Background: an optimization exercise with open tools, aiming at small area and a short achievable clock period. Do not read the settings as production practice.
In this exercise RTL edits were held to simulation tests only and were not proved equivalent to the original.
The flow treats the clock pin as an ideal source, which a real chip does not have.
No activity file was given, so power comes from the tool's default toggle rates.

### design/flow/design.v
`timescale 1ns / 1ps
module baud_generator (
    input wire clk,
    input wire rst_n,
    input wire [15:0] baud_cfg,
    output reg baud_tick
);
    reg [15:0] b;
    reg [15:0] c2;
    wire [17:0] m3;
    wire [16:0] mc;
    assign m3[0] = c2[0];
    assign m3[1] = c2[1] ^ c2[0];
    assign mc[1] = c2[1] & c2[0];
    assign m3[2] = c2[2] ^ c2[1] ^ mc[1];
    assign mc[2] = (c2[2] & c2[1]) | (c2[2] & mc[1]) | (c2[1] & mc[1]);
    assign m3[3] = c2[3] ^ c2[2] ^ mc[2];
    assign mc[3] = (c2[3] & c2[2]) | (c2[3] & mc[2]) | (c2[2] & mc[2]);
    assign m3[4] = c2[4] ^ c2[3] ^ mc[3];
    assign mc[4] = (c2[4] & c2[3]) | (c2[4] & mc[3]) | (c2[3] & mc[3]);
    assign m3[5] = c2[5] ^ c2[4] ^ mc[4];
    assign mc[5] = (c2[5] & c2[4]) | (c2[5] & mc[4]) | (c2[4] & mc[4]);
    assign m3[6] = c2[6] ^ c2[5] ^ mc[5];
    assign mc[6] = (c2[6] & c2[5]) | (c2[6] & mc[5]) | (c2[5] & mc[5]);
    assign m3[7] = c2[7] ^ c2[6] ^ mc[6];
    assign mc[7] = (c2[7] & c2[6]) | (c2[7] & mc[6]) | (c2[6] & mc[6]);
    assign m3[8] = c2[8] ^ c2[7] ^ mc[7];
    assign mc[8] = (c2[8] & c2[7]) | (c2[8] & mc[7]) | (c2[7] & mc[7]);
    assign m3[9] = c2[9] ^ c2[8] ^ mc[8];
    assign mc[9] = (c2[9] & c2[8]) | (c2[9] & mc[8]) | (c2[8] & mc[8]);
    assign m3[10] = c2[10] ^ c2[9] ^ mc[9];
    assign mc[10] = (c2[10] & c2[9]) | (c2[10] & mc[9]) | (c2[9] & mc[9]);
    assign m3[11] = c2[11] ^ c2[10] ^ mc[10];
    assign mc[11] = (c2[11] & c2[10]) | (c2[11] & mc[10]) | (c2[10] & mc[10]);
    assign m3[12] = c2[12] ^ c2[11] ^ mc[11];
    assign mc[12] = (c2[12] & c2[11]) | (c2[12] & mc[11]) | (c2[11] & mc[11]);
    assign m3[13] = c2[13] ^ c2[12] ^ mc[12];
    assign mc[13] = (c2[13] & c2[12]) | (c2[13] & mc[12]) | (c2[12] & mc[12]);
    assign m3[14] = c2[14] ^ c2[13] ^ mc[13];
    assign mc[14] = (c2[14] & c2[13]) | (c2[14] & mc[13]) | (c2[13] & mc[13]);
    assign m3[15] = c2[15] ^ c2[14] ^ mc[14];
    assign mc[15] = (c2[15] & c2[14]) | (c2[15] & mc[14]) | (c2[14] & mc[14]);
    assign m3[16] = c2[15] ^ mc[15];
    assign m3[17] = c2[15] & mc[15];
    localparam [31:0] KBT0 = 32'h0000a22a;
    localparam [31:0] KBT1 = 32'h00aa60c6;
    localparam [31:0] KBT2 = 32'h00ccba3e;
    localparam [31:0] KBT3 = 32'h00f0cffe;
    localparam [31:0] KBT4 = 32'h00000000;
    localparam [31:0] KBT5 = 32'h00fffffe;
    wire b_small = (b[15:6] == 10'd0) && !(b[5] && b[4]);    
    wire b_ge24 = b[5] || (b[4] && b[3]);
    wire [5:0] kb_tab = {KBT5[b[4:0]], KBT4[b[4:0]], KBT3[b[4:0]], KBT2[b[4:0]], KBT1[b[4:0]], KBT0[b[4:0]]};
    wire [5:0] kb = !b_small ? 6'd0 : b_ge24 ? b[5:0] : kb_tab;
    wire e1_0 = (b[1:0] == 2'd1);
    wire e2_0 = (b[1:0] == 2'd2);
    wire e3_0 = (b[1:0] == 2'd3);
    wire p0_0 = (e1_0 & c2[0]) | (e3_0 & m3[0]);
    wire p0_1 = (e1_0 & c2[1]) | (e2_0 & c2[0]) | (e3_0 & m3[1]);
    wire p0_2 = (e1_0 & c2[2]) | (e2_0 & c2[1]) | (e3_0 & m3[2]);
    wire p0_3 = (e1_0 & c2[3]) | (e2_0 & c2[2]) | (e3_0 & m3[3]);
    wire p0_4 = (e1_0 & c2[4]) | (e2_0 & c2[3]) | (e3_0 & m3[4]);
    wire p0_5 = (e1_0 & c2[5]) | (e2_0 & c2[4]) | (e3_0 & m3[5]);
    wire p0_6 = (e1_0 & c2[6]) | (e2_0 & c2[5]) | (e3_0 & m3[6]);
    wire p0_7 = (e1_0 & c2[7]) | (e2_0 & c2[6]) | (e3_0 & m3[7]);
    wire p0_8 = (e1_0 & c2[8]) | (e2_0 & c2[7]) | (e3_0 & m3[8]);
    wire p0_9 = (e1_0 & c2[9]) | (e2_0 & c2[8]) | (e3_0 & m3[9]);
    wire p0_10 = (e1_0 & c2[10]) | (e2_0 & c2[9]) | (e3_0 & m3[10]);
    wire p0_11 = (e1_0 & c2[11]) | (e2_0 & c2[10]) | (e3_0 & m3[11]);
    wire p0_12 = (e1_0 & c2[12]) | (e2_0 & c2[11]) | (e3_0 & m3[12]);
    wire p0_13 = (e1_0 & c2[13]) | (e2_0 & c2[12]) | (e3_0 & m3[13]);
    wire p0_14 = (e1_0 & c2[14]) | (e2_0 & c2[13]) | (e3_0 & m3[14]);
    wire p0_15 = (e1_0 & c2[15]) | (e2_0 & c2[14]) | (e3_0 & m3[15]);
    wire p0_16 = (e2_0 & c2[15]) | (e3_0 & m3[16]);
    wire p0_17 = (e3_0 & m3[17]);
    wire e1_1 = (b[3:2] == 2'd1);
    wire e2_1 = (b[3:2] == 2'd2);
    wire e3_1 = (b[3:2] == 2'd3);
    wire p1_0 = (e1_1 & c2[0]) | (e3_1 & m3[0]);
    wire p1_1 = (e1_1 & c2[1]) | (e2_1 & c2[0]) | (e3_1 & m3[1]);
    wire p1_2 = (e1_1 & c2[2]) | (e2_1 & c2[1]) | (e3_1 & m3[2]);
    wire p1_3 = (e1_1 & c2[3]) | (e2_1 & c2[2]) | (e3_1 & m3[3]);
    wire p1_4 = (e1_1 & c2[4]) | (e2_1 & c2[3]) | (e3_1 & m3[4]);
    wire p1_5 = (e1_1 & c2[5]) | (e2_1 & c2[4]) | (e3_1 & m3[5]);
    wire p1_6 = (e1_1 & c2[6]) | (e2_1 & c2[5]) | (e3_1 & m3[6]);
    wire p1_7 = (e1_1 & c2[7]) | (e2_1 & c2[6]) | (e3_1 & m3[7]);
    wire p1_8 = (e1_1 & c2[8]) | (e2_1 & c2[7]) | (e3_1 & m3[8]);
    wire p1_9 = (e1_1 & c2[9]) | (e2_1 & c2[8]) | (e3_1 & m3[9]);
    wire p1_10 = (e1_1 & c2[10]) | (e2_1 & c2[9]) | (e3_1 & m3[10]);
    wire p1_11 = (e1_1 & c2[11]) | (e2_1 & c2[10]) | (e3_1 & m3[11]);
    wire p1_12 = (e1_1 & c2[12]) | (e2_1 & c2[11]) | (e3_1 & m3[12]);
    wire p1_13 = (e1_1 & c2[13]) | (e2_1 & c2[12]) | (e3_1 & m3[13]);
    wire p1_14 = (e1_1 & c2[14]) | (e2_1 & c2[13]) | (e3_1 & m3[14]);
    wire p1_15 = (e1_1 & c2[15]) | (e2_1 & c2[14]) | (e3_1 & m3[15]);
    wire p1_16 = (e2_1 & c2[15]) | (e3_1 & m3[16]);
    wire p1_17 = (e3_1 & m3[17]);
    wire e1_2 = (b[5:4] == 2'd1);
    wire e2_2 = (b[5:4] == 2'd2);
    wire e3_2 = (b[5:4] == 2'd3);
    wire p2_0 = (e1_2 & c2[0]) | (e3_2 & m3[0]);
    wire p2_1 = (e1_2 & c2[1]) | (e2_2 & c2[0]) | (e3_2 & m3[1]);
    wire p2_2 = (e1_2 & c2[2]) | (e2_2 & c2[1]) | (e3_2 & m3[2]);
    wire p2_3 = (e1_2 & c2[3]) | (e2_2 & c2[2]) | (e3_2 & m3[3]);
    wire p2_4 = (e1_2 & c2[4]) | (e2_2 & c2[3]) | (e3_2 & m3[4]);
    wire p2_5 = (e1_2 & c2[5]) | (e2_2 & c2[4]) | (e3_2 & m3[5]);
    wire p2_6 = (e1_2 & c2[6]) | (e2_2 & c2[5]) | (e3_2 & m3[6]);
    wire p2_7 = (e1_2 & c2[7]) | (e2_2 & c2[6]) | (e3_2 & m3[7]);
    wire p2_8 = (e1_2 & c2[8]) | (e2_2 & c2[7]) | (e3_2 & m3[8]);
    wire p2_9 = (e1_2 & c2[9]) | (e2_2 & c2[8]) | (e3_2 & m3[9]);
    wire p2_10 = (e1_2 & c2[10]) | (e2_2 & c2[9]) | (e3_2 & m3[10]);
    wire p2_11 = (e1_2 & c2[11]) | (e2_2 & c2[10]) | (e3_2 & m3[11]);
    wire p2_12 = (e1_2 & c2[12]) | (e2_2 & c2[11]) | (e3_2 & m3[12]);
    wire p2_13 = (e1_2 & c2[13]) | (e2_2 & c2[12]) | (e3_2 & m3[13]);
    wire p2_14 = (e1_2 & c2[14]) | (e2_2 & c2[13]) | (e3_2 & m3[14]);
    wire p2_15 = (e1_2 & c2[15]) | (e2_2 & c2[14]) | (e3_2 & m3[15]);
    wire p2_16 = (e2_2 & c2[15]) | (e3_2 & m3[16]);
    wire p2_17 = (e3_2 & m3[17]);
    wire e1_3 = (b[7:6] == 2'd1);
    wire e2_3 = (b[7:6] == 2'd2);
    wire e3_3 = (b[7:6] == 2'd3);
    wire p3_0 = (e1_3 & c2[0]) | (e3_3 & m3[0]);
    wire p3_1 = (e1_3 & c2[1]) | (e2_3 & c2[0]) | (e3_3 & m3[1]);
    wire p3_2 = (e1_3 & c2[2]) | (e2_3 & c2[1]) | (e3_3 & m3[2]);
    wire p3_3 = (e1_3 & c2[3]) | (e2_3 & c2[2]) | (e3_3 & m3[3]);
    wire p3_4 = (e1_3 & c2[4]) | (e2_3 & c2[3]) | (e3_3 & m3[4]);
    wire p3_5 = (e1_3 & c2[5]) | (e2_3 & c2[4]) | (e3_3 & m3[5]);
    wire p3_6 = (e1_3 & c2[6]) | (e2_3 & c2[5]) | (e3_3 & m3[6]);
    wire p3_7 = (e1_3 & c2[7]) | (e2_3 & c2[6]) | (e3_3 & m3[7]);
    wire p3_8 = (e1_3 & c2[8]) | (e2_3 & c2[7]) | (e3_3 & m3[8]);
    wire p3_9 = (e1_3 & c2[9]) | (e2_3 & c2[8]) | (e3_3 & m3[9]);
    wire p3_10 = (e1_3 & c2[10]) | (e2_3 & c2[9]) | (e3_3 & m3[10]);
    wire p3_11 = (e1_3 & c2[11]) | (e2_3 & c2[10]) | (e3_3 & m3[11]);
    wire p3_12 = (e1_3 & c2[12]) | (e2_3 & c2[11]) | (e3_3 & m3[12]);
    wire p3_13 = (e1_3 & c2[13]) | (e2_3 & c2[12]) | (e3_3 & m3[13]);
    wire p3_14 = (e1_3 & c2[14]) | (e2_3 & c2[13]) | (e3_3 & m3[14]);
    wire p3_15 = (e1_3 & c2[15]) | (e2_3 & c2[14]) | (e3_3 & m3[15]);
    wire e1_4 = (b[9:8] == 2'd1);
    wire e2_4 = (b[9:8] == 2'd2);
    wire e3_4 = (b[9:8] == 2'd3);
    wire p4_0 = (e1_4 & c2[0]) | (e3_4 & m3[0]);
    wire p4_1 = (e1_4 & c2[1]) | (e2_4 & c2[0]) | (e3_4 & m3[1]);
    wire p4_2 = (e1_4 & c2[2]) | (e2_4 & c2[1]) | (e3_4 & m3[2]);
    wire p4_3 = (e1_4 & c2[3]) | (e2_4 & c2[2]) | (e3_4 & m3[3]);
    wire p4_4 = (e1_4 & c2[4]) | (e2_4 & c2[3]) | (e3_4 & m3[4]);
    wire p4_5 = (e1_4 & c2[5]) | (e2_4 & c2[4]) | (e3_4 & m3[5]);
    wire p4_6 = (e1_4 & c2[6]) | (e2_4 & c2[5]) | (e3_4 & m3[6]);
    wire p4_7 = (e1_4 & c2[7]) | (e2_4 & c2[6]) | (e3_4 & m3[7]);
    wire p4_8 = (e1_4 & c2[8]) | (e2_4 & c2[7]) | (e3_4 & m3[8]);
    wire p4_9 = (e1_4 & c2[9]) | (e2_4 & c2[8]) | (e3_4 & m3[9]);
    wire p4_10 = (e1_4 & c2[10]) | (e2_4 & c2[9]) | (e3_4 & m3[10]);
    wire p4_11 = (e1_4 & c2[11]) | (e2_4 & c2[10]) | (e3_4 & m3[11]);
    wire p4_12 = (e1_4 & c2[12]) | (e2_4 & c2[11]) | (e3_4 & m3[12]);
    wire p4_13 = (e1_4 & c2[13]) | (e2_4 & c2[12]) | (e3_4 & m3[13]);
    wire e1_5 = (b[11:10] == 2'd1);
    wire e2_5 = (b[11:10] == 2'd2);
    wire e3_5 = (b[11:10] == 2'd3);
    wire p5_0 = (e1_5 & c2[0]) | (e3_5 & m3[0]);
    wire p5_1 = (e1_5 & c2[1]) | (e2_5 & c2[0]) | (e3_5 & m3[1]);
    wire p5_2 = (e1_5 & c2[2]) | (e2_5 & c2[1]) | (e3_5 & m3[2]);
    wire p5_3 = (e1_5 & c2[3]) | (e2_5 & c2[2]) | (e3_5 & m3[3]);
    wire p5_4 = (e1_5 & c2[4]) | (e2_5 & c2[3]) | (e3_5 & m3[4]);
    wire p5_5 = (e1_5 & c2[5]) | (e2_5 & c2[4]) | (e3_5 & m3[5]);
    wire p5_6 = (e1_5 & c2[6]) | (e2_5 & c2[5]) | (e3_5 & m3[6]);
    wire p5_7 = (e1_5 & c2[7]) | (e2_5 & c2[6]) | (e3_5 & m3[7]);
    wire p5_8 = (e1_5 & c2[8]) | (e2_5 & c2[7]) | (e3_5 & m3[8]);
    wire p5_9 = (e1_5 & c2[9]) | (e2_5 & c2[8]) | (e3_5 & m3[9]);
    wire p5_10 = (e1_5 & c2[10]) | (e2_5 & c2[9]) | (e3_5 & m3[10]);
    wire p5_11 = (e1_5 & c2[11]) | (e2_5 & c2[10]) | (e3_5 & m3[11]);
    wire e1_6 = (b[13:12] == 2'd1);
    wire e2_6 = (b[13:12] == 2'd2);
    wire e3_6 = (b[13:12] == 2'd3);
    wire p6_0 = (e1_6 & c2[0]) | (e3_6 & m3[0]);
    wire p6_1 = (e1_6 & c2[1]) | (e2_6 & c2[0]) | (e3_6 & m3[1]);
    wire p6_2 = (e1_6 & c2[2]) | (e2_6 & c2[1]) | (e3_6 & m3[2]);
    wire p6_3 = (e1_6 & c2[3]) | (e2_6 & c2[2]) | (e3_6 & m3[3]);
    wire p6_4 = (e1_6 & c2[4]) | (e2_6 & c2[3]) | (e3_6 & m3[4]);
    wire p6_5 = (e1_6 & c2[5]) | (e2_6 & c2[4]) | (e3_6 & m3[5]);
    wire p6_6 = (e1_6 & c2[6]) | (e2_6 & c2[5]) | (e3_6 & m3[6]);
    wire p6_7 = (e1_6 & c2[7]) | (e2_6 & c2[6]) | (e3_6 & m3[7]);
    wire p6_8 = (e1_6 & c2[8]) | (e2_6 & c2[7]) | (e3_6 & m3[8]);
    wire p6_9 = (e1_6 & c2[9]) | (e2_6 & c2[8]) | (e3_6 & m3[9]);
    wire e1_7 = (b[15:14] == 2'd1);
    wire e2_7 = (b[15:14] == 2'd2);
    wire e3_7 = (b[15:14] == 2'd3);
    wire p7_0 = (e1_7 & c2[0]) | (e3_7 & m3[0]);
    wire p7_1 = (e1_7 & c2[1]) | (e2_7 & c2[0]) | (e3_7 & m3[1]);
    wire p7_2 = (e1_7 & c2[2]) | (e2_7 & c2[1]) | (e3_7 & m3[2]);
    wire p7_3 = (e1_7 & c2[3]) | (e2_7 & c2[2]) | (e3_7 & m3[3]);
    wire p7_4 = (e1_7 & c2[4]) | (e2_7 & c2[3]) | (e3_7 & m3[4]);
    wire p7_5 = (e1_7 & c2[5]) | (e2_7 & c2[4]) | (e3_7 & m3[5]);
    wire p7_6 = (e1_7 & c2[6]) | (e2_7 & c2[5]) | (e3_7 & m3[6]);
    wire p7_7 = (e1_7 & c2[7]) | (e2_7 & c2[6]) | (e3_7 & m3[7]);
    wire s1;
    wire k2;
    wire s3;
    wire k4;
    wire s5;
    wire k6;
    wire s7;
    wire k8;
    wire s9;
    wire k10;
    wire s11;
    wire k12;
    wire s13;
    wire k14;
    wire s15;
    wire k16;
    wire s17;
    wire k18;
    wire s19;
    wire k20;
    wire s21;
    wire k22;
    wire s23;
    wire k24;
    wire s25;
    wire k26;
    wire s27;
    wire k28;
    wire s29;
    wire k30;
    wire s31;
    wire k32;
    wire s33;
    wire k34;
    wire s35;
    wire k36;
    wire s37;
    wire k38;
    wire s39;
    wire k40;
    wire s41;
    wire k42;
    wire s43;
    wire k44;
    wire s45;
    wire k46;
    wire s47;
    wire k48;
    wire s49;
    wire k50;
    wire s51;
    wire k52;
    wire s53;
    wire k54;
    wire s55;
    wire k56;
    wire s57;
    wire k58;
    wire s59;
    wire k60;
    wire s61;
    wire k62;
    wire s63;
    wire k64;
    wire s65;
    wire k66;
    wire s67;
    wire k68;
    wire s69;
    wire k70;
    wire s71;
    wire k72;
    wire s73;
    wire k74;
    wire s75;
    wire k76;
    wire s77;
    wire k78;
    wire s79;
    wire k80;
    wire s81;
    wire k82;
    wire s83;
    wire k84;
    wire s85;
    wire k86;
    wire s87;
    wire k88;
    wire s89;
    wire k90;
    wire s91;
    wire k92;
    wire s93;
    wire k94;
    wire s95;
    wire k96;
    wire s97;
    wire k98;
    wire s99;
    wire k100;
    wire s101;
    wire k102;
    wire s103;
    wire k104;
    wire s105;
    wire k106;
    wire s107;
    wire k108;
    wire s109;
    wire k110;
    wire s111;
    wire k112;
    wire s113;
    wire k114;
    wire s115;
    wire k116;
    wire s117;
    wire k118;
    wire s119;
    wire k120;
    wire s121;
    wire k122;
    wire s123;
    wire k124;
    wire s125;
    wire k126;
    wire s127;
    wire k128;
    wire s129;
    wire k130;
    wire s131;
    wire k132;
    wire s133;
    wire k134;
    wire s135;
    wire k136;
    wire s137;
    wire k138;
    wire s139;
    wire k140;
    wire s141;
    wire k142;
    wire s143;
    wire k144;
    wire s145;
    wire k146;
    wire s147;
    wire k148;
    wire s149;
    wire k150;
    wire s151;
    wire k152;
    wire s153;
    wire k154;
    wire s155;
    wire k156;
    wire s157;
    wire k158;
    wire s159;
    wire k160;
    wire s161;
    wire k162;
    wire s163;
    wire k164;
    wire s165;
    wire k166;
    wire s167;
    wire k168;
    wire s169;
    wire k170;
    wire s171;
    wire k172;
    wire s173;
    wire k174;
    wire s175;
    wire k176;
    wire s177;
    wire k178;
    wire r179;
    wire r180;
    wire r181;
    wire r182;
    wire r183;
    wire r184;
    wire r185;
    wire r186;
    wire r187;
    wire r188;
    wire r189;
    wire r190;
    wire r191;
    wire r192;
    wire r193;
    wire r194;
    wire r195;
    wire r196;
    wire r197;
    wire r198;
    wire r199;
    wire r200;
    assign s1 = p0_12 ^ p1_10 ^ p2_8;
    assign k2 = (p0_12 & p1_10) | (p0_12 & p2_8) | (p1_10 & p2_8);
    assign s3 = p0_13 ^ p1_11 ^ p2_9;
    assign k4 = (p0_13 & p1_11) | (p0_13 & p2_9) | (p1_11 & p2_9);
    assign s5 = p0_14 ^ p1_12 ^ p2_10;
    assign k6 = (p0_14 & p1_12) | (p0_14 & p2_10) | (p1_12 & p2_10);
    assign s7 = p3_8 ^ p4_6 ^ p5_4;
    assign k8 = (p3_8 & p4_6) | (p3_8 & p5_4) | (p4_6 & p5_4);
    assign s9 = p0_15 ^ p1_13 ^ p2_11;
    assign k10 = (p0_15 & p1_13) | (p0_15 & p2_11) | (p1_13 & p2_11);
    assign s11 = p3_9 ^ p4_7 ^ p5_5;
    assign k12 = (p3_9 & p4_7) | (p3_9 & p5_5) | (p4_7 & p5_5);
    assign s13 = p0_16 ^ p1_14 ^ p2_12;
    assign k14 = (p0_16 & p1_14) | (p0_16 & p2_12) | (p1_14 & p2_12);
    assign s15 = p3_10 ^ p4_8 ^ p5_6;
    assign k16 = (p3_10 & p4_8) | (p3_10 & p5_6) | (p4_8 & p5_6);
    assign s17 = p6_4 ^ p7_2;
    assign k18 = p6_4 & p7_2;
    assign s19 = p0_17 ^ p1_15 ^ p2_13;
    assign k20 = (p0_17 & p1_15) | (p0_17 & p2_13) | (p1_15 & p2_13);
    assign s21 = p3_11 ^ p4_9 ^ p5_7;
    assign k22 = (p3_11 & p4_9) | (p3_11 & p5_7) | (p4_9 & p5_7);
    assign s23 = p6_5 ^ p7_3 ^ kb[1];
    assign k24 = (p6_5 & p7_3) | (p6_5 & kb[1]) | (p7_3 & kb[1]);
    assign s25 = p1_16 ^ p2_14 ^ p3_12;
    assign k26 = (p1_16 & p2_14) | (p1_16 & p3_12) | (p2_14 & p3_12);
    assign s27 = p4_10 ^ p5_8 ^ p6_6;
    assign k28 = (p4_10 & p5_8) | (p4_10 & p6_6) | (p5_8 & p6_6);
    assign s29 = p7_4 ^ kb[2];
    assign k30 = p7_4 & kb[2];
    assign s31 = p1_17 ^ p2_15 ^ p3_13;
    assign k32 = (p1_17 & p2_15) | (p1_17 & p3_13) | (p2_15 & p3_13);
    assign s33 = p4_11 ^ p5_9 ^ p6_7;
    assign k34 = (p4_11 & p5_9) | (p4_11 & p6_7) | (p5_9 & p6_7);
    assign s35 = p7_5 ^ kb[3];
    assign k36 = p7_5 & kb[3];
    assign s37 = p2_16 ^ p3_14 ^ p4_12;
    assign k38 = (p2_16 & p3_14) | (p2_16 & p4_12) | (p3_14 & p4_12);
    assign s39 = p5_10 ^ p6_8 ^ p7_6;
    assign k40 = (p5_10 & p6_8) | (p5_10 & p7_6) | (p6_8 & p7_6);
    assign s43 = p2_17 ^ p3_15 ^ p4_13;
    assign k44 = (p2_17 & p3_15) | (p2_17 & p4_13) | (p3_15 & p4_13);
    assign s45 = p5_11 ^ p6_9 ^ p7_7;
    assign k46 = (p5_11 & p6_9) | (p5_11 & p7_7) | (p6_9 & p7_7);
    assign s47 = p0_6 ^ p1_4;
    assign k48 = p0_6 & p1_4;
    assign s49 = p0_7 ^ p1_5 ^ p2_3;
    assign k50 = (p0_7 & p1_5) | (p0_7 & p2_3) | (p1_5 & p2_3);
    assign s51 = p0_8 ^ p1_6 ^ p2_4;
    assign k52 = (p0_8 & p1_6) | (p0_8 & p2_4) | (p1_6 & p2_4);
    assign s53 = p0_9 ^ p1_7 ^ p2_5;
    assign k54 = (p0_9 & p1_7) | (p0_9 & p2_5) | (p1_7 & p2_5);
    assign s55 = p0_10 ^ p1_8 ^ p2_6;
    assign k56 = (p0_10 & p1_8) | (p0_10 & p2_6) | (p1_8 & p2_6);
    assign s57 = p3_4 ^ p4_2;
    assign k58 = p3_4 & p4_2;
    assign s59 = p0_11 ^ p1_9 ^ p2_7;
    assign k60 = (p0_11 & p1_9) | (p0_11 & p2_7) | (p1_9 & p2_7);
    assign s61 = p3_5 ^ p4_3 ^ p5_1;
    assign k62 = (p3_5 & p4_3) | (p3_5 & p5_1) | (p4_3 & p5_1);
    assign s63 = s1 ^ p3_6 ^ p4_4;
    assign k64 = (s1 & p3_6) | (s1 & p4_4) | (p3_6 & p4_4);
    assign s65 = p5_2 ^ p6_0 ^ 1'b1;
    assign k66 = (p5_2 & p6_0) | (p5_2 & 1'b1) | (p6_0 & 1'b1);
    assign s67 = s3 ^ p3_7 ^ p4_5;
    assign k68 = (s3 & p3_7) | (s3 & p4_5) | (p3_7 & p4_5);
    assign s69 = p5_3 ^ p6_1 ^ k2;
    assign k70 = (p5_3 & p6_1) | (p5_3 & k2) | (p6_1 & k2);
    assign s71 = s5 ^ s7 ^ p6_2;
    assign k72 = (s5 & s7) | (s5 & p6_2) | (s7 & p6_2);
    assign s73 = p7_0 ^ 1'b1 ^ k4;
    assign k74 = (p7_0 & 1'b1) | (p7_0 & k4) | (1'b1 & k4);
    assign s75 = s9 ^ s11 ^ p6_3;
    assign k76 = (s9 & s11) | (s9 & p6_3) | (s11 & p6_3);
    assign s77 = p7_1 ^ k6 ^ k8;
    assign k78 = (p7_1 & k6) | (p7_1 & k8) | (k6 & k8);
    assign s79 = s13 ^ s15 ^ s17;
    assign k80 = (s13 & s15) | (s13 & s17) | (s15 & s17);
    assign s81 = kb[0] ^ k10 ^ k12;
    assign k82 = (kb[0] & k10) | (kb[0] & k12) | (k10 & k12);
    assign s83 = s19 ^ s21 ^ s23;
    assign k84 = (s19 & s21) | (s19 & s23) | (s21 & s23);
    assign s85 = k14 ^ k16 ^ k18;
    assign k86 = (k14 & k16) | (k14 & k18) | (k16 & k18);
    assign s87 = s25 ^ s27 ^ s29;
    assign k88 = (s25 & s27) | (s25 & s29) | (s27 & s29);
    assign s89 = k20 ^ k22 ^ k24;
    assign k90 = (k20 & k22) | (k20 & k24) | (k22 & k24);
    assign s91 = s31 ^ s33 ^ s35;
    assign k92 = (s31 & s33) | (s31 & s35) | (s33 & s35);
    assign s93 = k26 ^ k28 ^ k30;
    assign k94 = (k26 & k28) | (k26 & k30) | (k28 & k30);
    assign s95 = s37 ^ s39 ^ ~kb[4];
    assign k96 = (s37 & s39) | (s37 & ~kb[4]) | (s39 & ~kb[4]);
    assign s97 = k32 ^ k34 ^ k36;
    assign k98 = (k32 & k34) | (k32 & k36) | (k34 & k36);
    assign s99 = s43 ^ s45 ^ kb[5];
    assign k100 = (s43 & s45) | (s43 & kb[5]) | (s45 & kb[5]);
    assign s101 = k38 ^ k40 ^ kb[4];
    assign k102 = (k38 & k40) | (k38 & kb[4]) | (k40 & kb[4]);
    assign s103 = p0_4 ^ p1_2;
    assign k104 = p0_4 & p1_2;
    assign s105 = p0_5 ^ p1_3 ^ p2_1;
    assign k106 = (p0_5 & p1_3) | (p0_5 & p2_1) | (p1_3 & p2_1);
    assign s107 = s47 ^ p2_2 ^ p3_0;
    assign k108 = (s47 & p2_2) | (s47 & p3_0) | (p2_2 & p3_0);
    assign s109 = s49 ^ p3_1 ^ 1'b1;
    assign k110 = (s49 & p3_1) | (s49 & 1'b1) | (p3_1 & 1'b1);
    assign s111 = s51 ^ p3_2 ^ p4_0;
    assign k112 = (s51 & p3_2) | (s51 & p4_0) | (p3_2 & p4_0);
    assign s113 = s53 ^ p3_3 ^ p4_1;
    assign k114 = (s53 & p3_3) | (s53 & p4_1) | (p3_3 & p4_1);
    assign s115 = s55 ^ s57 ^ p5_0;
    assign k116 = (s55 & s57) | (s55 & p5_0) | (s57 & p5_0);
    assign s117 = s59 ^ s61 ^ k56;
    assign k118 = (s59 & s61) | (s59 & k56) | (s61 & k56);
    assign s119 = s63 ^ s65 ^ k60;
    assign k120 = (s63 & s65) | (s63 & k60) | (s65 & k60);
    assign s121 = s67 ^ s69 ^ k64;
    assign k122 = (s67 & s69) | (s67 & k64) | (s69 & k64);
    assign s123 = s71 ^ s73 ^ k68;
    assign k124 = (s71 & s73) | (s71 & k68) | (s73 & k68);
    assign s125 = s75 ^ s77 ^ k72;
    assign k126 = (s75 & s77) | (s75 & k72) | (s77 & k72);
    assign s127 = s79 ^ s81 ^ k76;
    assign k128 = (s79 & s81) | (s79 & k76) | (s81 & k76);
    assign s129 = s83 ^ s85 ^ k80;
    assign k130 = (s83 & s85) | (s83 & k80) | (s85 & k80);
    assign s131 = s87 ^ s89 ^ k84;
    assign k132 = (s87 & s89) | (s87 & k84) | (s89 & k84);
    assign s133 = s91 ^ s93 ^ k88;
    assign k134 = (s91 & s93) | (s91 & k88) | (s93 & k88);
    assign s135 = s95 ^ s97 ^ k92;
    assign k136 = (s95 & s97) | (s95 & k92) | (s97 & k92);
    assign s137 = s99 ^ s101 ^ k96;
    assign k138 = (s99 & s101) | (s99 & k96) | (s101 & k96);
    assign s139 = p0_2 ^ p1_0;
    assign k140 = p0_2 & p1_0;
    assign s141 = p0_3 ^ p1_1;
    assign k142 = p0_3 & p1_1;
    assign s143 = s103 ^ p2_0 ^ 1'b1;
    assign k144 = (s103 & p2_0) | (s103 & 1'b1) | (p2_0 & 1'b1);
    assign s145 = s105 ^ 1'b1 ^ k104;
    assign k146 = (s105 & 1'b1) | (s105 & k104) | (1'b1 & k104);
    assign s147 = s107 ^ 1'b1 ^ k106;
    assign k148 = (s107 & 1'b1) | (s107 & k106) | (1'b1 & k106);
    assign s149 = s109 ^ k48 ^ k108;
    assign k150 = (s109 & k48) | (s109 & k108) | (k48 & k108);
    assign s151 = s111 ^ k50 ^ k110;
    assign k152 = (s111 & k50) | (s111 & k110) | (k50 & k110);
    assign s153 = s113 ^ k52 ^ k112;
    assign k154 = (s113 & k52) | (s113 & k112) | (k52 & k112);
    assign s155 = s115 ^ k54 ^ k114;
    assign k156 = (s115 & k54) | (s115 & k114) | (k54 & k114);
    assign s157 = s117 ^ k58 ^ k116;
    assign k158 = (s117 & k58) | (s117 & k116) | (k58 & k116);
    assign s159 = s119 ^ k62 ^ k118;
    assign k160 = (s119 & k62) | (s119 & k118) | (k62 & k118);
    assign s161 = s121 ^ k66 ^ k120;
    assign k162 = (s121 & k66) | (s121 & k120) | (k66 & k120);
    assign s163 = s123 ^ k70 ^ k122;
    assign k164 = (s123 & k70) | (s123 & k122) | (k70 & k122);
    assign s165 = s125 ^ k74 ^ k124;
    assign k166 = (s125 & k74) | (s125 & k124) | (k74 & k124);
    assign s167 = s127 ^ k78 ^ k126;
    assign k168 = (s127 & k78) | (s127 & k126) | (k78 & k126);
    assign s169 = s129 ^ k82 ^ k128;
    assign k170 = (s129 & k82) | (s129 & k128) | (k82 & k128);
    assign s171 = s131 ^ k86 ^ k130;
    assign k172 = (s131 & k86) | (s131 & k130) | (k86 & k130);
    assign s173 = s133 ^ k90 ^ k132;
    assign k174 = (s133 & k90) | (s133 & k132) | (k90 & k132);
    assign s175 = s135 ^ k94 ^ k134;
    assign k176 = (s135 & k94) | (s135 & k134) | (k94 & k134);
    assign s177 = s137 ^ k98 ^ k136;
    assign k178 = (s137 & k98) | (s137 & k136) | (k98 & k136);
    assign r179 = p0_0 & 1'b1;
    assign r180 = (p0_1 & 1'b1) | (p0_1 & r179) | (1'b1 & r179);
    assign r181 = (s139 & 1'b1) | (s139 & r180) | (1'b1 & r180);
    assign r182 = (s141 & k140) | (s141 & r181) | (k140 & r181);
    assign r183 = (s143 & k142) | (s143 & r182) | (k142 & r182);
    assign r184 = (s145 & k144) | (s145 & r183) | (k144 & r183);
    assign r185 = (s147 & k146) | (s147 & r184) | (k146 & r184);
    assign r186 = (s149 & k148) | (s149 & r185) | (k148 & r185);
    assign r187 = (s151 & k150) | (s151 & r186) | (k150 & r186);
    assign r188 = (s153 & k152) | (s153 & r187) | (k152 & r187);
    assign r189 = (s155 & k154) | (s155 & r188) | (k154 & r188);
    assign r190 = (s157 & k156) | (s157 & r189) | (k156 & r189);
    assign r191 = (s159 & k158) | (s159 & r190) | (k158 & r190);
    assign r192 = (s161 & k160) | (s161 & r191) | (k160 & r191);
    assign r193 = (s163 & k162) | (s163 & r192) | (k162 & r192);
    assign r194 = (s165 & k164) | (s165 & r193) | (k164 & r193);
    assign r195 = (s167 & k166) | (s167 & r194) | (k166 & r194);
    assign r196 = (s169 & k168) | (s169 & r195) | (k168 & r195);
    assign r197 = (s171 & k170) | (s171 & r196) | (k170 & r196);
    assign r198 = (s173 & k172) | (s173 & r197) | (k172 & r197);
    assign r199 = (s175 & k174) | (s175 & r198) | (k174 & r198);
    assign r200 = (s177 & k176) | (s177 & r199) | (k176 & r199);
    wire gt = r200;
    wire hi = ((e2_3 & c2[15]) | (e3_3 & m3[16])) | ((e3_3 & m3[17])) | ((e1_4 & c2[14]) | (e2_4 & c2[13]) | (e3_4 & m3[14])) | ((e1_4 & c2[15]) | (e2_4 & c2[14]) | (e3_4 & m3[15])) | ((e2_4 & c2[15]) | (e3_4 & m3[16])) | ((e3_4 & m3[17])) | ((e1_5 & c2[12]) | (e2_5 & c2[11]) | (e3_5 & m3[12])) | ((e1_5 & c2[13]) | (e2_5 & c2[12]) | (e3_5 & m3[13])) | ((e1_5 & c2[14]) | (e2_5 & c2[13]) | (e3_5 & m3[14])) | ((e1_5 & c2[15]) | (e2_5 & c2[14]) | (e3_5 & m3[15])) | ((e2_5 & c2[15]) | (e3_5 & m3[16])) | ((e3_5 & m3[17])) | ((e1_6 & c2[10]) | (e2_6 & c2[9]) | (e3_6 & m3[10])) | ((e1_6 & c2[11]) | (e2_6 & c2[10]) | (e3_6 & m3[11])) | ((e1_6 & c2[12]) | (e2_6 & c2[11]) | (e3_6 & m3[12])) | ((e1_6 & c2[13]) | (e2_6 & c2[12]) | (e3_6 & m3[13])) | ((e1_6 & c2[14]) | (e2_6 & c2[13]) | (e3_6 & m3[14])) | ((e1_6 & c2[15]) | (e2_6 & c2[14]) | (e3_6 & m3[15])) | ((e2_6 & c2[15]) | (e3_6 & m3[16])) | ((e3_6 & m3[17])) | ((e1_7 & c2[8]) | (e2_7 & c2[7]) | (e3_7 & m3[8])) | ((e1_7 & c2[9]) | (e2_7 & c2[8]) | (e3_7 & m3[9])) | ((e1_7 & c2[10]) | (e2_7 & c2[9]) | (e3_7 & m3[10])) | ((e1_7 & c2[11]) | (e2_7 & c2[10]) | (e3_7 & m3[11])) | ((e1_7 & c2[12]) | (e2_7 & c2[11]) | (e3_7 & m3[12])) | ((e1_7 & c2[13]) | (e2_7 & c2[12]) | (e3_7 & m3[13])) | ((e1_7 & c2[14]) | (e2_7 & c2[13]) | (e3_7 & m3[14])) | ((e1_7 & c2[15]) | (e2_7 & c2[14]) | (e3_7 & m3[15])) | ((e2_7 & c2[15]) | (e3_7 & m3[16])) | ((e3_7 & m3[17])) | k44 | k46 | k100 | k102 | k138 | k178;
    wire cond = hi | gt;
    wire [16:0] c2_t;
    wire [15:0] c2_inc;
    assign c2_t[0] = 1'b1;
    genvar gi;
    generate for (gi = 0; gi < 16; gi = gi + 1) begin : g_inc
        assign c2_inc[gi] = c2[gi] ^ c2_t[gi];
        assign c2_t[gi + 1] = c2[gi] & c2_t[gi];
    end endgenerate
    always @(posedge clk) b <= (baud_cfg == 16'd0) ? 16'd9600 : baud_cfg;
    always @(posedge clk) begin
        if (!rst_n) begin
            c2 <= 16'd2;
            baud_tick <= 1'b0;
        end else begin
            baud_tick <= cond;
            c2 <= cond ? 16'd2 : c2_inc;
        end
    end
endmodule
`timescale 1ns / 1ps
module uart_tx (
    input wire clk,
    input wire rst_n,
    input wire tx_start,
    input wire [7:0] tx_data,
    input wire baud_tick,
    output reg tx,
    output reg tx_busy,
    output reg tx_done
);
    localparam [3:0] IDLE = 4'd6, START = 4'd7, STOP = 4'd0;
    reg [3:0] state;
    reg [7:0] data;            
    wire idle = (state == IDLE);
    wire stop = (state == STOP);
    wire [3:0] state_inc = {state[3] ^ (state[2] & state[1] & state[0]),
                            state[2] ^ (state[1] & state[0]),
                            state[1] ^ state[0],
                            ~state[0]};
    always @(posedge clk)
        if (idle && tx_start) data <= tx_data;
    always @(posedge clk) begin
        if (!rst_n) begin
            state   <= IDLE;
            tx      <= 1'b1;
            tx_busy <= 1'b0;
            tx_done <= 1'b0;
        end else begin
            tx_busy <= !idle || tx_start;
            tx_done <= stop && baud_tick;
            tx      <= state[3] ? data[state[2:0]] : (state != START);
            if (idle) begin
                if (tx_start) state <= START;
            end else if (baud_tick) begin
                state <= stop ? IDLE : state_inc;
            end
        end
    end
endmodule
`timescale 1ns / 1ps
module uart_rx (
    input wire clk,
    input wire rst_n,
    input wire rx,
    input wire baud_tick,
    output reg [7:0] rx_data,
    output reg rx_valid,
    output reg frame_error,
    output wire parity_error,
    output reg overrun_error
);
    localparam [3:0] IDLE = 4'd6, START = 4'd7, STOP = 4'd0;
    assign parity_error = 1'b0;
    reg rx_sync1, rx_sync2;
    reg [2:0] rx_filter;
    reg rx_filtered;
    reg [3:0] div16;           
    reg [3:0] sample_count;    
    reg [3:0] state;
    reg [6:0] shift_lo;        
    reg shift_hi;
    wire baud_pulse = baud_tick && (div16 == 4'd0);
    wire mid = baud_tick && (sample_count == 4'd7);
    wire idle = (state == IDLE);
    wire stop = (state == STOP);
    wire data_st = state[3];
    function [3:0] inc4;
        input [3:0] x;
        inc4 = {x[3] ^ (x[2] & x[1] & x[0]), x[2] ^ (x[1] & x[0]), x[1] ^ x[0], ~x[0]};
    endfunction
    always @(posedge clk) begin
        rx_sync1 <= rx;
        rx_sync2 <= rx_sync1;
        if (baud_tick)
            sample_count <= idle ? 4'd0 : inc4(sample_count);
        if (data_st && mid)
            shift_lo <= {shift_hi, shift_lo[6:1]};
    end
    always @(posedge clk) begin
        if (!rst_n) begin
            rx_filter     <= 3'b111;
            rx_filtered   <= 1'b1;
            div16         <= 4'd0;
            state         <= IDLE;
            shift_hi      <= 1'b0;
            rx_data       <= 8'd0;
            rx_valid      <= 1'b0;
            frame_error   <= 1'b0;
            overrun_error <= 1'b0;
        end else begin
            if (baud_tick) begin
                div16       <= inc4(div16);
                rx_filter   <= {rx_filter[1:0], rx_sync2};
                rx_filtered <= (rx_filter[2] & rx_filter[1]) |
                               (rx_filter[2] & rx_filter[0]) |
                               (rx_filter[1] & rx_filter[0]);
            end
            if (data_st && mid)
                shift_hi <= rx_filtered;
            rx_valid <= stop && baud_pulse;
            if (stop && baud_pulse) begin
                rx_data       <= {shift_hi, shift_lo};
                overrun_error <= 1'b0;
            end else if (rx_valid) begin
                overrun_error <= 1'b1;
            end
            if (idle)
                frame_error <= 1'b0;
            else if (stop && mid && !rx_filtered)
                frame_error <= 1'b1;
            case (state)
                IDLE:    if (baud_tick && !rx_filtered) state <= START;
                START:   if (mid) state <= rx_filtered ? IDLE : 4'd8;
                STOP:    if (baud_pulse) state <= IDLE;
                default: if (baud_pulse) state <= inc4(state);    
            endcase
        end
    end
endmodule
`timescale 1ns / 1ps
module uart_protocol_checker (
    input wire clk,
    input wire rst_n,
    input wire rx_valid,
    input wire [7:0] rx_data,
    input wire frame_error,
    input wire overrun_error,
    output reg [7:0] frame_error_count,
    output wire [7:0] parity_error_count,
    output reg [7:0] overrun_error_count,
    output reg [7:0] break_count,
    output reg break_detected,
    output reg [15:0] bytes_received,
    output reg [15:0] packets_received,
    input wire clear_stats
);
    assign parity_error_count = 8'd0;
    function [7:0] inc8;
        input [7:0] x;
        input en;
        integer i;
        reg c;
        begin
            c = en;
            for (i = 0; i < 8; i = i + 1) begin
                inc8[i] = x[i] ^ c;
                c = c & x[i];
            end
        end
    endfunction
    function [15:0] inc16;
        input [15:0] x;
        input en;
        integer i;
        reg c;
        begin
            c = en;
            for (i = 0; i < 16; i = i + 1) begin
                inc16[i] = x[i] ^ c;
                c = c & x[i];
            end
        end
    endfunction
    reg [3:0] zeros;
    reg [1:0] idle_count;      
    reg prev_rx_valid, prev_frame_error, prev_overrun_error;
    wire zero_frame = (rx_data == 8'd0) && frame_error;
    wire ff_frame = (rx_data == 8'hFF);
    always @(posedge clk) begin
        if (!rst_n) begin
            zeros          <= 4'd0;
            break_detected <= 1'b0;
        end else begin
            break_detected <= rx_valid && zero_frame && (zeros == 4'd9);
            if (rx_valid) begin
                if (!zero_frame)
                    zeros <= 4'd0;
                else if (zeros != 4'd10)
                    zeros <= {zeros[3] ^ (zeros[2] & zeros[1] & zeros[0]),
                              zeros[2] ^ (zeros[1] & zeros[0]),
                              zeros[1] ^ zeros[0],
                              ~zeros[0]};
            end
        end
    end
    wire pkt_inc = rx_valid && !ff_frame && (idle_count == 2'd3);
    always @(posedge clk) begin
        if (!rst_n) begin
            idle_count          <= 2'd0;
            packets_received    <= 16'd0;
            frame_error_count   <= 8'd0;
            overrun_error_count <= 8'd0;
            break_count         <= 8'd0;
            bytes_received      <= 16'd0;
            prev_rx_valid       <= 1'b0;
            prev_frame_error    <= 1'b0;
            prev_overrun_error  <= 1'b0;
        end else if (clear_stats) begin
            packets_received    <= 16'd0;
            frame_error_count   <= 8'd0;
            overrun_error_count <= 8'd0;
            break_count         <= 8'd0;
            bytes_received      <= 16'd0;
        end else begin
            if (rx_valid) begin
                if (ff_frame)
                    idle_count <= {idle_count[1] | idle_count[0], idle_count[1] | ~idle_count[0]};
                else
                    idle_count <= 2'd0;
            end
            packets_received    <= inc16(packets_received, pkt_inc);
            bytes_received      <= inc16(bytes_received, rx_valid && !prev_rx_valid);
            frame_error_count   <= inc8(frame_error_count, frame_error && !prev_frame_error);
            overrun_error_count <= inc8(overrun_error_count, overrun_error && !prev_overrun_error);
            break_count         <= inc8(break_count, break_detected);
            prev_rx_valid      <= rx_valid;
            prev_frame_error   <= frame_error;
            prev_overrun_error <= overrun_error;
        end
    end
endmodule
`timescale 1ns / 1ps
module uart_top #(
    parameter CLOCK_FREQ = 50000000,
    parameter DEFAULT_BAUD = 9600,
    parameter DATA_WIDTH = 8,
    parameter STOP_BITS = 1,
    parameter PARITY_EN = 0,
    parameter OVERSAMPLING = 16
) (
    input wire clk,
    input wire rst_n,
    input wire rx,
    output wire tx,
    input wire tx_start,
    input wire [DATA_WIDTH-1:0] tx_data,
    output wire tx_busy,
    output wire tx_done,
    output wire [DATA_WIDTH-1:0] rx_data,
    output wire rx_valid,
    input wire [15:0] baud_cfg,
    output wire frame_error,
    output wire parity_error,
    output wire overrun_error,
    output wire break_detected,
    output wire [7:0] frame_error_count,
    output wire [7:0] parity_error_count,
    output wire [7:0] overrun_error_count,
    output wire [7:0] break_count,
    output wire [15:0] bytes_received,
    output wire [15:0] packets_received,
    input wire clear_stats
);
    wire baud_tick;
    baud_generator baud_gen (
        .clk(clk),
        .rst_n(rst_n),
        .baud_cfg(baud_cfg),
        .baud_tick(baud_tick)
    );
    uart_tx uart_transmitter (
        .clk(clk),
        .rst_n(rst_n),
        .tx_start(tx_start),
        .tx_data(tx_data),
        .baud_tick(baud_tick),
        .tx(tx),
        .tx_busy(tx_busy),
        .tx_done(tx_done)
    );
    uart_rx uart_receiver (
        .clk(clk),
        .rst_n(rst_n),
        .rx(rx),
        .baud_tick(baud_tick),
        .rx_data(rx_data),
        .rx_valid(rx_valid),
        .frame_error(frame_error),
        .parity_error(parity_error),
        .overrun_error(overrun_error)
    );
    uart_protocol_checker protocol_checker (
        .clk(clk),
        .rst_n(rst_n),
        .rx_valid(rx_valid),
        .rx_data(rx_data),
        .frame_error(frame_error),
        .overrun_error(overrun_error),
        .frame_error_count(frame_error_count),
        .parity_error_count(parity_error_count),
        .overrun_error_count(overrun_error_count),
        .break_count(break_count),
        .break_detected(break_detected),
        .bytes_received(bytes_received),
        .packets_received(packets_received),
        .clear_stats(clear_stats)
    );
endmodule
### design/flow/flow/run.sh
#!/bin/bash
export BUFFER_PORTS_ARGS="-buffer_cell sky130_fd_sc_hd__buf_1"
export PRE_CTS_TCL="$PWD/flow/cts_tree.tcl"
export CTS_ARGS="-sink_clustering_enable -repair_clock_nets -buf_list sky130_fd_sc_hd__clkbuf_8 -dont_use_dummy_load"
bash standard.sh > standard.log 2>&1
### design/flow/flow/cts_tree.tcl
# Build a two-level clock tree by hand: K leaf buffers at k-means cluster centres of
# the flip-flops, one root buffer at their centre, driven by the clock port.
proc my_cts {K leafcell rootcell} {
  set db [ord::get_db]
  set block [ord::get_db_block]
  set clknet [$block findNet clk]
  set sinks {}
  foreach it [$clknet getITerms] {
    set inst [$it getInst]
    lappend sinks [list $it {*}[$inst getLocation]]
  }
  set n [llength $sinks]
  # k-means on (x, y)
  set cent {}
  set sorted [lsort -real -index 1 $sinks]
  for {set k 0} {$k < $K} {incr k} {
    set s [lindex $sorted [expr {int(($k + 0.5) * $n / $K)}]]
    lappend cent [list [lindex $s 1] [lindex $s 2]]
  }
  for {set iter 0} {$iter < 50} {incr iter} {
    set assign {}
    foreach s $sinks {
      set best -1; set bd 1e30
      for {set k 0} {$k < $K} {incr k} {
        lassign [lindex $cent $k] cx cy
        set d [expr {abs([lindex $s 1] - $cx) + abs([lindex $s 2] - $cy)}]
        if {$d < $bd} { set bd $d; set best $k }
      }
      lappend assign $best
    }
    set newc {}
    for {set k 0} {$k < $K} {incr k} {
      set sx 0; set sy 0; set c 0
      foreach s $sinks a $assign { if {$a == $k} { set sx [expr {$sx + [lindex $s 1]}]; set sy [expr {$sy + [lindex $s 2]}]; incr c } }
      if {$c > 0} { lappend newc [list [expr {$sx / $c}] [expr {$sy / $c}]] } else { lappend newc [lindex $cent $k] }
    }
    set cent $newc
  }
  set leafm [$db findMaster $leafcell]
  set rootm [$db findMaster $rootcell]
  set rootnet [odb::dbNet_create $block "clk_root"]
  $rootnet setSigType CLOCK
  set names [list clk_root]
  set rx 0; set ry 0
  for {set k 0} {$k < $K} {incr k} {
    lassign [lindex $cent $k] cx cy
    set rx [expr {$rx + $cx / $K}]; set ry [expr {$ry + $cy / $K}]
    set inst [odb::dbInst_create $block $leafm "clk_leaf_$k"]
    $inst setLocation [expr {int($cx)}] [expr {int($cy)}]
    $inst setPlacementStatus PLACED
    set net [odb::dbNet_create $block "clk_leaf_net_$k"]
    $net setSigType CLOCK
    lappend names "clk_leaf_net_$k"
    [$inst findITerm A] connect $rootnet
    [$inst findITerm X] connect $net
    set cnt 0
    foreach s $sinks a $assign {
      if {$a == $k} { set it [lindex $s 0]; $it disconnect; $it connect $net; incr cnt }
    }
    puts "leaf $k: $cnt sinks"
  }
  set root [odb::dbInst_create $block $rootm "clk_root_buf"]
  $root setLocation [expr {int($rx)}] [expr {int($ry)}]
  $root setPlacementStatus PLACED
  [$root findITerm A] connect $clknet
  [$root findITerm X] connect $rootnet
  return $names
}

set nsinks [llength [[[ord::get_db_block] findNet clk] getITerms]]
set K [expr {($nsinks + 13) / 14}]
set tree_nets [my_cts $K sky130_fd_sc_hd__clkbuf_8 sky130_fd_sc_hd__clkbuf_16]
set_cts_config -skip_nets $tree_nets
### design/flow/standard.sh
#!/bin/bash
# synth_recipe.tcl (not shown) runs the flow's synth.tcl, then flattens the netlist and writes it again
# the make line also repeats each setting of config.mk as NAME=value (left out here)
make -C /OpenROAD-flow-scripts/flow DESIGN_CONFIG=/design/flow/config.mk WORK_HOME=/design/flow/orfs CLKGATE_MAP_FILE= SYNTH_SCRIPT=/design/flow/synth_recipe.tcl "${@:-finish}"
### design/flow/config.mk
export PLATFORM = sky130hd
export DESIGN_NAME = uart_top
export DESIGN_NICKNAME = uart_top
export VERILOG_FILES = /design/flow/design.v
export SDC_FILE = /design/flow/constraint.sdc
export NUM_CORES = 8
export LEC_CHECK = 0
export ABC_AREA = 1
export CAP_MARGIN = 20
export CORE_MARGIN = 2
export CORE_UTILIZATION = 40
export CTS_BUF_LIST = sky130_fd_sc_hd__clkbuf_8
export CTS_CLUSTER_DIAMETER = 100
export CTS_CLUSTER_SIZE = 30
export SLEW_MARGIN = 20
### design/flow/constraint.sdc
create_clock -name core_clock -period 72.0 [get_ports {clk}]
set_input_delay 14.4000 -clock core_clock [delete_from_list [all_inputs] [get_ports {clk}]]
set_output_delay 14.4000 -clock core_clock [all_outputs]
set_load 0.01 [all_outputs]
==> results by group <==
Setup path
  • Reg2Reg Capture Point: baud_gen.c2[2]$_SDFF_PP0_
  • Reg-to-reg setup timing slack: ~60 ns
  • Cell count of the worst reg-to-reg path: 30
  • Largest fanout of any net on the critical path: 26
  • Critical path class: input pin to flip-flop
  • Data required time at the worst endpoint: slightly above 70 ns
  • CP startpoint kind: input pin
  • Max incr delay on CP: 0.48 ns
  • Bufs and invs on worst path: 3
  • Cell-by-cell listing of the critical path: buf_1 > buf_4 > inv_1 > nor2_1 > nand2_1 > o21ai_0
  • Startpoint of the lowest-slack register-to-register path: baud_gen.c2[0]$_SDFF_PP0_
  • Critical Path Sink Type: flip-flop
  • Kind of cell adding the most delay to the critical path: buffers and inverters
  • Worst Path Arrival: between 15 and 20 ns
  • Highest-delay cell along the critical path: sky130_fd_sc_hd__nor2_1

Global route
  • Combined global-route utilization of all metal layers: 0.201
  • First-pass GRT wire length: ~46000 um
  • Pin count of the biggest net entering global routing: 57
  • Number of global-route vias before repair: around 8500
  • Initial antenna violation count: 0
  • Global-route congestion overflow total: 0

Floorplan
  • Number of rows in the core area: 59
  • Die H: roughly 170 um
  • Area of the die: roughly 0.028 mm2
  • Core area: about 0.026 mm2
  • Initial core utilization: 0.409
  • Boundary pin count: 109
  • Die X-Extent: approximately 170 um

Drt
  • Drt total wl: between 20000 and 30000 um
  • Detail Route met3 WL: between 2000 and 3000 um
  • DR top layer: met4
  • Total length of routed met2 wires: between 10000 and 15000 um
  • Drt via density: 5.29
  • Drt first pass iters: 6
  • Routed via count: about 9000
  • Routed length per instance: ~17 um
  • Post-route antenna net violation count: 0
  • Detailed Route Iter0 Violations: roughly 990
  • Number of DRC violations after detailed routing: 0
  • Post-Route M1 WL: 12500 um

Placement
  • Post-Place Setup Slack: about 56 ns
  • HPWL after detailed placement: around 22000 um
  • Final Wtd Congestion: ~0.99
  • Total instance count after detailed placement: between 1500 and 2000
  • Count of buffers inserted at the top-level ports: 99

Synth
  • Post-synthesis instance area: 0.0107 mm2
  • Number of warning messages in the yosys log: 4
  • Share of cell area taken by muxes after synthesis: 0
  • EDFF count, synth: 19
  • Avg Inst Size Synth: 8.36 um2
  • Flip-flop cell with the highest count after synthesis: sky130_fd_sc_hd__dfxtp_1
  • Post-Synth Simple-Gate Area: 0.150
  • Post-synthesis share of cell area spent on full adders, half adders and majority gates: 0.278
  • Compound-cell area share of the yosys netlist: 0.145
  • Gate Count Post-Synth: about 1300
  • Fraction of the yosys area taken by sequential cells: 0.300
  • FF+latch count, synth: 151
  • Combinational family with the most area after synthesis: adder cells
  • Async set-reset flop share out of synthesis: 0
  • Post-synth cell types: 44
  • Xor and xnor area share after synthesis: 0.00736

Finish
  • Number of standard cells in the layout, taps in and fillers out: 1668
  • Antenna diode count: 0
  • Net count reported at finish: roughly 1600
  • Most used cells in the layout excluding fill and tap cells: 246 x sky130_fd_sc_hd__inv_1, 178 x sky130_fd_sc_hd__nand2_1, 132 x sky130_fd_sc_hd__dfxtp_1
  • Most frequent standard cell in the layout excluding fill and tap cells: sky130_fd_sc_hd__inv_1
  • Post-Route Utilization: 0.436
  • Layout Area Growth over Synthesis: 6.75%
  • Area taken by flip-flops and latches: between 0.003 and 0.004 mm2
  • Filler instances: 2620
  • Share of post-route cells with drive strength above 1: 0.0293
  • Multi-input gate area in the final layout: about 0.0063 mm2

Flow run
  • Maximum capacitance violations: 0

Power and ir drop
  • Static leakage: just over 5 nW
  • Maximum VDD drop: roughly 18 uV
  • Power per cell area: around 14 mW/mm2

Timing
  • Final setup violation count: 0
  • Unrepaired setup endpoints after global routing: no
  • Worst-case headroom to the max-slew limit: 0.167
  • Highest attainable clock frequency: between 60 and 70 MHz
  • Post-route clock period utilization: 0.215
  • Worst setup margin: 56.55 ns
  • Post-Route Skew: approximately 0.035 ns
  • Setup TNS after final layout: 0 ns
  • Slew at the pin closest to its max-slew limit: approximately 1.2 ns
  • Clock period minus final worst setup slack: 15.45 ns
  • Max-slew violations: 0
  • Final hold viol count: 0
  • Hold_ws: around 0.33 ns

Hold path
  • Worst Hold Endpoint: uart_receiver.rx_sync2$_DFF_P_
  • Min-Delay Path Class: flip-flop to flip-flop
  • Hold path start: uart_receiver.rx_sync1$_DFF_P_
  • Hold-critical path depth: 0

CTS
  • Number of setup buffers added after CTS: 0
  • Worst-Skew Late Latency: roughly 0.38 ns
  • Clock transition at the registers of the reported paths: 0.09 ns
  • Number of gates resized after cts: 0
  • Hold bufs inserted after CTS: 0

Run status
  • Run status: timing/DRC/antenna clean
-- power breakdown --
part	internal (mW)	switching, mW
Combinational	0.0108	0.0221
Clock	0.0163	0.0244
Sequential	0.0869	0.00215
Total	0.114	0.0487
-- state kept, by name (all words and copies together) (netlist names), 2 cells and up --
| name | cells |
|---|---|
| protocol_checker.bytes_received | 16 |
| uart_receiver.div16 | 4 |
| uart_receiver.rx_filter | 3 |
| uart_receiver.state | 4 |
| protocol_checker.frame_error_count | 8 |
| uart_transmitter.state | 4 |
| uart_receiver.sample_count | 4 |
| protocol_checker.idle_count | 2 |
| baud_gen.b | 16 |
| uart_receiver.rx_data | 8 |
| protocol_checker.overrun_error_count | 8 |
| uart_receiver.shift_lo | 7 |
| protocol_checker.zeros | 4 |
| uart_transmitter.data | 8 |
| baud_gen.c2 | 16 |
| protocol_checker.break_count | 8 |
| protocol_checker.packets_received | 16 |
-- per-layer routing --
metal  vias up  global-route usage
li1       4282                   -
met1      4089               0.289
met2       406               0.320
met3        55              0.0303
met4         0              0.0510
met5         -                   0
-- stage by stage --
step	total power [mW]	cell area, um2
after floorplan	0.115	10700
after global placement	0.123	11300
after detailed placement	0.124	11300
after CTS	0.155	11400
after global routing	0.173	11400
final	0.163	11400
-- cells in the mapped netlist, drive strengths merged, types with 19 or more instances --
master  count  area [um2]
ha         99        1240
fa         87        1740
clkbuf     58         220
nor2      128         505
dfxtp     132        2640
o221ai     78         683
inv       247         927
nand2     183         697
nand3      31         168
a21oi      56         280
o22ai      29         181
edfxtp     19         571
o21ai      33         165
-- cells by family (layout without fill, tap and decap cells) --
group,after synthesis,after routing
buffers and inverters,327,371
AND/OR/NAND/NOR,380,380
adder cells (fa/ha/maj),186,186
XOR/XNOR,9,9
other,1,9
AO/OA/AOI/OAI,227,227
flip-flops,151,151
-- how the worst max path moves through the flow --
stage	startpoint	cells past startpoint	endpoint	slack, ns
CTS	rst_n	4	protocol_checker.bytes_received[2]$_SDFF_PP0_	56.16
finish	rst_n	6	uart_receiver.rx_data[0]$_SDFFE_PN0P_	56.55
floorplan	tx_start	7	uart_transmitter.state[2]$_SDFFE_PN1P_	56.56
global route	rst_n	6	uart_receiver.rx_data[7]$_SDFFE_PN0P_	56.37
detailed placement	rst_n	4	protocol_checker.bytes_received[2]$_SDFF_PP0_	56.16
global placement	rst_n	4	protocol_checker.packets_received[15]$_SDFF_PP0_	56.20
-- layout make-up --
type | count | area share
buffer | 12 | 0.0154
multi-input combinational | 811 | 0.547
timing repair buffer | 105 | 0.0364
inverter | 254 | 0.0834
sequential | 151 | 0.281
tap | 335 | 0.0367
-- worst reg2reg max path: cells and delay by family (launching register included) --
kind | cells | cell delay [ns]
buffers and inverters | 2 | 0.24
and+or+nand+nor | 7 | 1.36
adders and majority gates | 19 | 8.30
DFF | 1 | 0.64
AOI/OAI and AO/OA | 2 | 0.43

## afterwards: timing with drivers on the ports
In the flow no input, the clock included, has a driving cell. The finished layout below was timed again as built, in two steps.
Step 1 (the two cells are an assumption about what drives the block):
set clk [get_ports {clk}]
set_driving_cell -lib_cell sky130_fd_sc_hd__clkbuf_16 $clk
set_driving_cell -lib_cell sky130_fd_sc_hd__buf_2 [delete_from_list [all_inputs] $clk]
Step 2 times the ports against the registers' clock, not the clock port: input delays grow and output delays shrink by t, the midpoint of the rising clock arrivals with the driver on.
a / b / c = ideal ports / drivers / drivers and shift; a / b = the first two.
t (ns): 0.397
setup slack, ns: 56.547 / 56.563 / 56.165
worst setup path after step 2: input to register
clock arrival spread, ns: 0.035 / 0.035
worst register clock-pin slew, ns: 0.11 / 0.11
After both steps this run still meets setup and hold. The setup slack of this run moves by +0.016 ns with the drivers and by -0.382 ns with both steps.
